This is an optimization exercise on Yosys and OpenROAD, whose aim is small area and a short achievable clock period, not a production implementation. RTL that was checked went through simulation tests only; none was proved equivalent to the original.

== main ==
==> flow/design.v <==
module viterbi_add_select #(
    parameter ZA = 0,
    parameter ZB = 0
) (
    input             clk,
    input      [11:0] m0,       
    input      [11:0] m1,       
    input      [9:0]  bA,       
    input      [9:0]  bB,       
    input             go,       
    input             hold,     
    output reg        du,       
    output reg        dd,       
    output reg [11:0] mu,       
    output reg [11:0] md        
);
wire [11:0] xA = {{2{bA[9]}}, bA};
wire [11:0] xB = {{2{bB[9]}}, bB};
wire [11:0] u0 = ZA ? m0 : m0 + xA;
wire [11:0] u1 = ZB ? m1 : m1 + xB;
wire [11:0] d0 = ZB ? m0 : m0 + xB;
wire [11:0] d1 = ZA ? m1 : m1 + xA;
wire [11:0] tu = u0 - u1;
wire [11:0] td = d0 - d1;
wire        cu = ~tu[11];
wire        cd = ~td[11];
wire su0 = go & ~cu;
wire su1 = go &  cu;
wire sd0 = go & ~cd;
wire sd1 = go &  cd;
always @(posedge clk) begin
    du <= cu;
    dd <= cd;
    mu <= ({12{su0}} & u0) | ({12{su1}} & u1) | ({12{hold}} & mu);
    md <= ({12{sd0}} & d0) | ({12{sd1}} & d1) | ({12{hold}} & md);
end
endmodule
module viterbi_data_forward(
    input         clk,
    input         rst,
    input  [7:0]  LLR0,
    input  [7:0]  LLR1,
    input         data_in_v,
    output [63:0] back_info,
    output        back_info_v
);
localparam [63:0] ATAB = {
    2'd3, 2'd2, 2'd3, 2'd2, 2'd0, 2'd1, 2'd0, 2'd1,
    2'd0, 2'd1, 2'd0, 2'd1, 2'd3, 2'd2, 2'd3, 2'd2,
    2'd1, 2'd0, 2'd1, 2'd0, 2'd2, 2'd3, 2'd2, 2'd3,
    2'd2, 2'd3, 2'd2, 2'd3, 2'd1, 2'd0, 2'd1, 2'd0};
reg  [7:0] ra, rb;
reg  [9:0] rp;
reg        v1, v2, clr;
always @(posedge clk) begin
    ra  <= LLR0;
    rb  <= LLR1;
    rp  <= {LLR0[7], LLR0[7], LLR0} + {LLR1[7], LLR1[7], LLR1};
    v1  <= data_in_v & ~rst;
    v2  <= v1 & ~rst;
    clr <= rst;
end
wire go   = v1;
wire hold = ~v1 & ~clr;
wire [9:0] bm [0:3];
assign bm[0] = 10'd0;
assign bm[1] = {ra[7], ra[7], ra};
assign bm[2] = {rb[7], rb[7], rb};
assign bm[3] = rp;
wire [11:0] m [0:63];
genvar i;
generate
    for (i = 0; i < 32; i = i + 1) begin : bf
        localparam integer A = ATAB[2*i +: 2];
        localparam integer B = 3 - A;
        viterbi_add_select #(.ZA(A == 0), .ZB(B == 0)) u (
            .clk  (clk),
            .m0   (m[2*i]),
            .m1   (m[2*i+1]),
            .bA   (bm[A]),
            .bB   (bm[B]),
            .go   (go),
            .hold (hold),
            .du   (back_info[i]),
            .dd   (back_info[i+32]),
            .mu   (m[i]),
            .md   (m[i+32])
        );
    end
endgenerate
assign back_info_v = v2;
endmodule
Settings: LEC_CHECK=0, CAP_MARGIN=20, CORE_MARGIN=2, CORE_UTILIZATION=40, SLEW_MARGIN=20; clock period 5.5 ns.
run.sh (not shown) runs the stock make flow with config.mk's settings and CLKGATE_MAP_FILE= SYNTH_SCRIPT=/design/flow/synth_recipe.tcl, a recipe that flattens the netlist after the stock synthesis.
main went all the way through synthesis, placement and routing and the layout is clean on timing, DRC and antenna.
Setup changes, main to the feature branch
==> flow/design.v <==
module viterbi_add_select #(
    parameter ZA = 0,
    parameter ZB = 0
) (
    input             clk,
    input      [11:0] m0,       
    input      [11:0] m1,       
    input      [8:0]  bA,
    input      [8:0]  bB,
    input             go,       
    input             hold,     
    output reg        du,       
    output reg        dd,       
    output reg [11:0] mu,       
    output reg [11:0] md        
);
wire [11:0] i0 = {m0[11:8] + 4'd1, m0[7:0]};    
wire [11:0] i1 = {m1[11:8] + 4'd1, m1[7:0]};    
wire [11:0] u0 = ZA ? i0 : m0 + {3'd0, bA};
wire [11:0] u1 = ZB ? i1 : m1 + {3'd0, bB};
wire [11:0] d0 = ZB ? i0 : m0 + {3'd0, bB};
wire [11:0] d1 = ZA ? i1 : m1 + {3'd0, bA};
wire [11:0] tu = u0 - u1;
wire [11:0] td = d0 - d1;
wire        cu = ~tu[11];
wire        cd = ~td[11];
wire su0 = go & ~cu;
wire su1 = go &  cu;
wire sd0 = go & ~cd;
wire sd1 = go &  cd;
always @(posedge clk) begin
    du <= cu;
    dd <= cd;
    mu <= ({12{su0}} & u0) | ({12{su1}} & u1) | ({12{hold}} & mu);
    md <= ({12{sd0}} & d0) | ({12{sd1}} & d1) | ({12{hold}} & md);
end
endmodule
module viterbi_data_forward(
    input         clk,
    input         rst,
    input  [7:0]  LLR0,
    input  [7:0]  LLR1,
    input         data_in_v,
    output [63:0] back_info,
    output        back_info_v
);
localparam [63:0] ATAB = {
    2'd3, 2'd2, 2'd3, 2'd2, 2'd0, 2'd1, 2'd0, 2'd1,
    2'd0, 2'd1, 2'd0, 2'd1, 2'd3, 2'd2, 2'd3, 2'd2,
    2'd1, 2'd0, 2'd1, 2'd0, 2'd2, 2'd3, 2'd2, 2'd3,
    2'd2, 2'd3, 2'd2, 2'd3, 2'd1, 2'd0, 2'd1, 2'd0};
wire [8:0] p = {LLR0[7], LLR0} + {LLR1[7], LLR1} + 9'd256;
reg  [7:0] ra, rb, na, nb;
reg  [8:0] rp, np;
reg        v1, v2, clr;
always @(posedge clk) begin
    ra  <= LLR0;
    rb  <= LLR1;
    rp  <= p;
    na  <= ~LLR0;
    nb  <= ~LLR1;
    np  <= ~p;
    v1  <= data_in_v & ~rst;
    v2  <= v1 & ~rst;
    clr <= rst;
end
wire go   = v1;
wire hold = ~v1 & ~clr;
wire [8:0] bm [0:7];
assign bm[0] = 9'd256;
assign bm[1] = {~ra[7], ra[7], ra[6:0]};
assign bm[2] = {~rb[7], rb[7], rb[6:0]};
assign bm[3] = rp;
assign bm[4] = 9'd256;
assign bm[5] = ~{~na[7], na[7], na[6:0]};
assign bm[6] = ~{~nb[7], nb[7], nb[6:0]};
assign bm[7] = ~np;
wire [11:0] m [0:63];
genvar i;
generate
    for (i = 0; i < 32; i = i + 1) begin : bf
        localparam integer A = ATAB[2*i +: 2];
        localparam integer B = 3 - A;
        localparam integer C = (i >= 16) ? 4 : 0;    
        viterbi_add_select #(.ZA(A == 0), .ZB(B == 0)) u (
            .clk  (clk),
            .m0   (m[2*i]),
            .m1   (m[2*i+1]),
            .bA   (bm[C+A]),
            .bB   (bm[C+B]),
            .go   (go),
            .hold (hold),
            .du   (back_info[i]),
            .dd   (back_info[i+32]),
            .mu   (m[i]),
            .md   (m[i+32])
        );
    end
endgenerate
assign back_info_v = v2;
endmodule
Notes after the runs:
The largest stage delay on the critical path on the feature branch is in line with that on main. Total iterations of the first detailed-routing run | the feature branch below main. Utilization main -> the feature branch: up. In the flow results for main and the feature branch, the final net count is larger on main. Comparing the feature branch with main, the fmax came out essentially unchanged. Looking at multiplexer share of the synthesized area, the feature branch sits 1.5 points below main. Looking at fraction of the mapped netlist area in compound gates, the feature branch sits above main. Taking main as the reference, in the feature branch area of the placeable core lost 18000 um^2; routed wire length picked up an extra 10000 um. Compare main and the feature branch | wire length per cell lower: main. met3 global-route usage, main and the feature branch, higher one = the feature branch. The feature branch: all stages complete, timing, DRC and antenna checks passed. Looking at setup slack, the feature branch sits 0.014 ns lower than main does. The feature branch against main: post-detailed-placement cell area decreased about 7%, count of inserted antenna diode cells shows an increase of 2. The startpoint of the most critical setup path comes out rb[0] in one run and nb[0] in the other, namely in main and the feature branch respectively.
For main, only the layout was checked, not whether the RTL still works.

afterwards: timing with drivers on the ports:
How much do the figures lean on ideal ports? The routed layouts below were timed once more, with nothing changed but the port constraints. Step 1 sets driving cells, clkbuf_16 on the clock port and buf_2 on the other inputs (assumed; they add their load-dependent delay and slew). Step 2 moves the port delays by t, midway between the first and last clock arrival at a register: inputs arrive t later, outputs are due t later. That takes back most of the time a late clock gives input paths. Slacks: ideal ports / drivers / drivers and shift; pairs: ideal ports / drivers.
run	t, ns	slack for setup (ns)	hold WS [ns]	worst setup path at the end	worst slew at a driven data input, ns
main	0.875	0.251 / 0.251 / 0.251	0.474 / 0.474 / 0.474	register to register	0.05
the feature branch	0.885	0.236 / 0.236 / 0.236	0.491 / 0.491 / 0.491	register to register	0.04
After both steps setup and hold are still met in every run listed.
